What follows belongs to an exercise in optimizing a design on an open flow for small area and a short achievable clock period; a production flow would make more cautious choices.

== run 4 ==
Design thresholding, start of the top module:
module thresholding(
    input wire clk, reset, enable,
    input wire signed [11 : 0] sig,
    output wire signed [11 : 0] y,
    output reg done,
    output reg [11 : 0] id
    );
For scale: about 210 flip-flops, roughly 40 I/O pins, about 9300 um^2 of cells after synthesis.
==> module thresholding, before the edit <==
module thresholding(
    input wire clk, reset, enable,
    input wire signed [11 : 0] sig,
    output wire signed [11 : 0] y,
    output reg done,
    output reg [11 : 0] id
    );
localparam W = 13;
function lt_const11(input [10 : 0] a, input [10 : 0] k);
    integer i;
    reg r;
    begin
        r = 1'b0;
        for (i = 0; i < 11; i = i + 1)
            r = k[i] ? (~a[i] | r) : (~a[i] & r);
        lt_const11 = r;
    end
endfunction
function le_const17(input [16 : 0] a, input [16 : 0] k);
    integer i;
    reg r;
    begin
        r = 1'b1;
        for (i = 0; i < 17; i = i + 1)
            r = k[i] ? (~a[i] | r) : (~a[i] & r);
        le_const17 = r;
    end
endfunction
function [11 : 0] add_const12(input [11 : 0] a, input [11 : 0] k);
    integer i, j, m;
    reg c, t;
    begin
        for (i = 0; i < 12; i = i + 1) begin
            c = 1'b0;
            for (j = 0; j < i; j = j + 1) begin
                if (k[j]) begin
                    t = 1'b1;
                    for (m = i - 1; m > j; m = m - 1)
                        if (!k[m]) t = t & a[m];
                    t = t & a[j];
                    c = c | t;
                end
            end
            add_const12[i] = a[i] ^ k[i] ^ c;
        end
    end
endfunction
reg [11 : 0] dn [0 : W - 1];          
reg [16 : 0] nl;                      
reg [11 : 0] x13;                     
reg first;                            
reg [7 : 0] grp;                      
wire idle = ~id[11] & (&id[10 : 0]);
wire working = ~idle;
reg [11 : 0] id_inc;
reg id_c;
integer k;
always @* begin
    id_c = 1'b1;
    for (k = 0; k < 12; k = k + 1) begin
        id_inc[k] = id[k] ^ id_c;
        id_c = id_c & id[k];
    end
end
wire [11 : 0] x = add_const12(sig, 12'd3138);                
wire wrapx = sig[11] & lt_const11(sig[10 : 0], 11'd958);      
wire [11 : 0] spl = {~sig[11], sig[10 : 0]};                  
wire [16 : 0] n = nl + {{5{x13[11]}}, x13} + {{5{dn[0][11]}}, dn[0]} + 17'd1;    
wire f0 = le_const17(n, 17'd90902);           
wire fw = le_const17(n, 17'd65370);           
wire late = ~id[11] & ((|id[10 : 4]) | (id[3] & id[2]));
wire valid = ~first | late;
wire [11 : 0] x12 = (valid & ~reset) ? ~dn[W - 1] : 12'd0;
wire [16 : 0] r0 = {5'd0, spl};
wire [16 : 0] r2 = {3'd0, spl, 2'b00};
wire [16 : 0] r3 = {2'd0, spl, 3'b000};
wire [16 : 0] l1a = {1'b0, fw, fw, 1'b0, fw, spl};
wire [16 : 0] l1c = {r3[16 : 3], f0, 2'b00};
wire [16 : 0] s1 = l1a ^ r2 ^ l1c;
wire [17 : 0] c1 = {(l1a & r2) | (l1a & l1c) | (r2 & l1c), 1'b0};
wire [16 : 0] l2b = {c1[16 : 3], f0, f0, f0};
wire [16 : 0] s2 = s1 ^ l2b ^ n;
wire [16 : 0] c2 = {(s1[15 : 0] & l2b[15 : 0]) | (s1[15 : 0] & n[15 : 0]) | (l2b[15 : 0] & n[15 : 0]), 1'b0};
wire [16 : 0] cg = s2 & c2;
wire [16 : 0] cp = s2 ^ c2;
function [1 : 0] grp4(input [3 : 0] g, input [3 : 0] p);
    begin
        grp4[1] = g[3] | (p[3] & (g[2] | (p[2] & (g[1] | (p[1] & g[0])))));
        grp4[0] = &p;
    end
endfunction
wire [1 : 0] q0 = grp4({cg[3 : 1], cg[0] | (cp[0] & f0)}, cp[3 : 0]);
wire [1 : 0] q1 = grp4(cg[7 : 4], cp[7 : 4]);
wire [1 : 0] q2 = grp4(cg[11 : 8], cp[11 : 8]);
wire [4 : 0] ha = s2[16 : 12];
wire [4 : 0] hb = c2[16 : 12];
wire [4 : 0] hk = 5'b01101;
wire [4 : 0] wa = ha ^ hb ^ hk;
wire [4 : 0] wb = {(ha[3 : 0] & hb[3 : 0]) | (ha[3 : 0] & hk[3 : 0]) | (hb[3 : 0] & hk[3 : 0]), 1'b0};
wire [1 : 0] q3n = grp4(cg[15 : 12], cp[15 : 12]);
wire [1 : 0] q3w = grp4(wa[3 : 0] & wb[3 : 0], wa[3 : 0] ^ wb[3 : 0]);
wire t16n = cp[16];
wire t16w = wa[4] ^ wb[4];
wire c16 = grp[6] | (grp[5] & (grp[4] | (grp[3] & (grp[2] | (grp[1] & grp[0])))));
wire ysel = ~(grp[7] ^ c16);
assign y = ysel ? ~dn[0] : 12'd0;
integer j;
always @(posedge clk) begin
    if (working) begin
        for (j = 1; j < W; j = j + 1)
            dn[j] <= dn[j - 1];
    end
    if (reset)
        dn[0] <= 12'hfff;
    else if (working)
        dn[0] <= ~x;
    if (reset | working)
        x13 <= x12;
    if (reset) begin
        nl <= 17'd90902;
        first <= 1'b1;
        done <= 1'b0;
        id <= 12'd2047;
    end else begin
        done <= working;
        if (working) begin
            id <= id_inc;
            nl <= n;
            if (late)
                first <= 1'b0;
        end else begin
            id <= {enable, 11'h7ff};
        end
    end
    grp <= {wrapx ? t16w : t16n, wrapx ? q3w : q3n, q2, q1, q0[1]};
end
endmodule
Settings: LEC_CHECK=0, CAP_MARGIN=20, CORE_MARGIN=2, CORE_UTILIZATION=40, CTS_BUF_LIST=sky130_fd_sc_hd__clkbuf_8, SLEW_MARGIN=20; clock period 14.0 ns.
standard.sh (not shown) runs the stock make flow with config.mk's settings and CLKGATE_MAP_FILE= SYNTH_SCRIPT=/design/flow/synth_recipe.tcl, a recipe that flattens the netlist after the stock synthesis.
==> flow/flow/run.sh <==
#!/bin/bash
set -euo pipefail
bash standard.sh "BUFFER_PORTS_ARGS=-buffer_cell sky130_fd_sc_hd__buf_2" SETUP_SLACK_MARGIN=9.5 finish > standard.log 2>&1
### run 4 -> run 5
--- a/flow/design.v
+++ b/flow/design.v
@@ -44,12 +44,11 @@
             add_const12[i] = a[i] ^ k[i] ^ c;
         end
     end
 endfunction
 reg [11 : 0] dn [0 : W - 1];          
-reg [16 : 0] nl;                      
-reg [11 : 0] x13;                     
+reg [16 : 0] m;                       
 reg first;                            
 reg [7 : 0] grp;                      
 wire idle = ~id[11] & (&id[10 : 0]);
 wire working = ~idle;
 reg [11 : 0] id_inc;
@@ -63,16 +62,17 @@
     end
 end
 wire [11 : 0] x = add_const12(sig, 12'd3138);                
 wire wrapx = sig[11] & lt_const11(sig[10 : 0], 11'd958);      
 wire [11 : 0] spl = {~sig[11], sig[10 : 0]};                  
-wire [16 : 0] n = nl + {{5{x13[11]}}, x13} + {{5{dn[0][11]}}, dn[0]} + 17'd1;    
+wire [16 : 0] n = m + {{5{dn[0][11]}}, dn[0]} + 17'd1;       
 wire f0 = le_const17(n, 17'd90902);           
 wire fw = le_const17(n, 17'd65370);           
 wire late = ~id[11] & ((|id[10 : 4]) | (id[3] & id[2]));
 wire valid = ~first | late;
-wire [11 : 0] x12 = (valid & ~reset) ? ~dn[W - 1] : 12'd0;
+wire [11 : 0] x12 = valid ? ~dn[W - 1] : 12'd0;
+wire [16 : 0] m_next = n + {{5{x12[11]}}, x12};
 wire [16 : 0] r0 = {5'd0, spl};
 wire [16 : 0] r2 = {3'd0, spl, 2'b00};
 wire [16 : 0] r3 = {2'd0, spl, 3'b000};
 wire [16 : 0] l1a = {1'b0, fw, fw, 1'b0, fw, spl};
 wire [16 : 0] l1c = {r3[16 : 3], f0, 2'b00};
@@ -112,22 +112,20 @@
     end
     if (reset)
         dn[0] <= 12'hfff;
     else if (working)
         dn[0] <= ~x;
-    if (reset | working)
-        x13 <= x12;
     if (reset) begin
-        nl <= 17'd90902;
+        m <= 17'd90902;
         first <= 1'b1;
         done <= 1'b0;
         id <= 12'd2047;
     end else begin
         done <= working;
         if (working) begin
             id <= id_inc;
-            nl <= n;
+            m <= m_next;
             if (late)
                 first <= 1'b0;
         end else begin
             id <= {enable, 11'h7ff};
         end
Results
- Run 5 against run 4: growth of design area from synthesis to finish dropped 3.7 points; number of setup buffers added after CTS dropped 9.
- Run 5 ends up with higher complex-gate fraction of the synthesized area than run 4 does.
- Higher number of cells on the critical path among run 5 and run 4: run 4
- Post-CTS clock slew at the launch and capture registers of the worst setup and hold paths sits higher in run 5 than in run 4.
- Relative to run 4, sequential portion of the cell area decreased by 3.6 points in run 5.
- Diff run 4 -> run 5 | share of the cycle needed by the critical path after routing | decrease of 2.2 points
- For the first-pass GRT wire length, run 5 came in 7.9% higher than run 4 did.
- Total number of multi-input combinational cells in run 5 vs run 4: up 107
- Run 5 vs run 4 — cell area rose 0.89%.
- Reported for run 5 and run 4, maximum number of pins on one net before global-route repair turned out identical to the last digit.
No run of this note included a check of the RTL's function; only the layout flow was run.

==> port drivers added, routing unchanged <==
Ports are ideal in the flow. The routed layouts listed here were re-timed in OpenROAD. Step 1, drivers: a clkbuf_16 drives clk and a buf_2 each remaining input, both assumed. Step 2, shift: input delay + t, output delay - t, t = (earliest + latest rising clock arrival at the registers) / 2. This alone moves slack from input paths to output paths. a / b / c = no drivers / after step 1 / after step 2; a / b = the first two.
run | t (ns) | setup slack, ns | slew at the worst register clock pin (ns) | cell pins on the clock port's net
run 4 | 0.549 | 8.965 / 8.965 / 8.851 | 0.06 / 0.06 | 1
run 5 | 0.506 | 9.266 / 9.224 / 9.004 | 0.12 / 0.12 | 1
After both steps setup and hold are still met in every run listed. The setup slack of run 5, which loses most, moves by -0.042 ns with the drivers and by -0.262 ns with both steps.
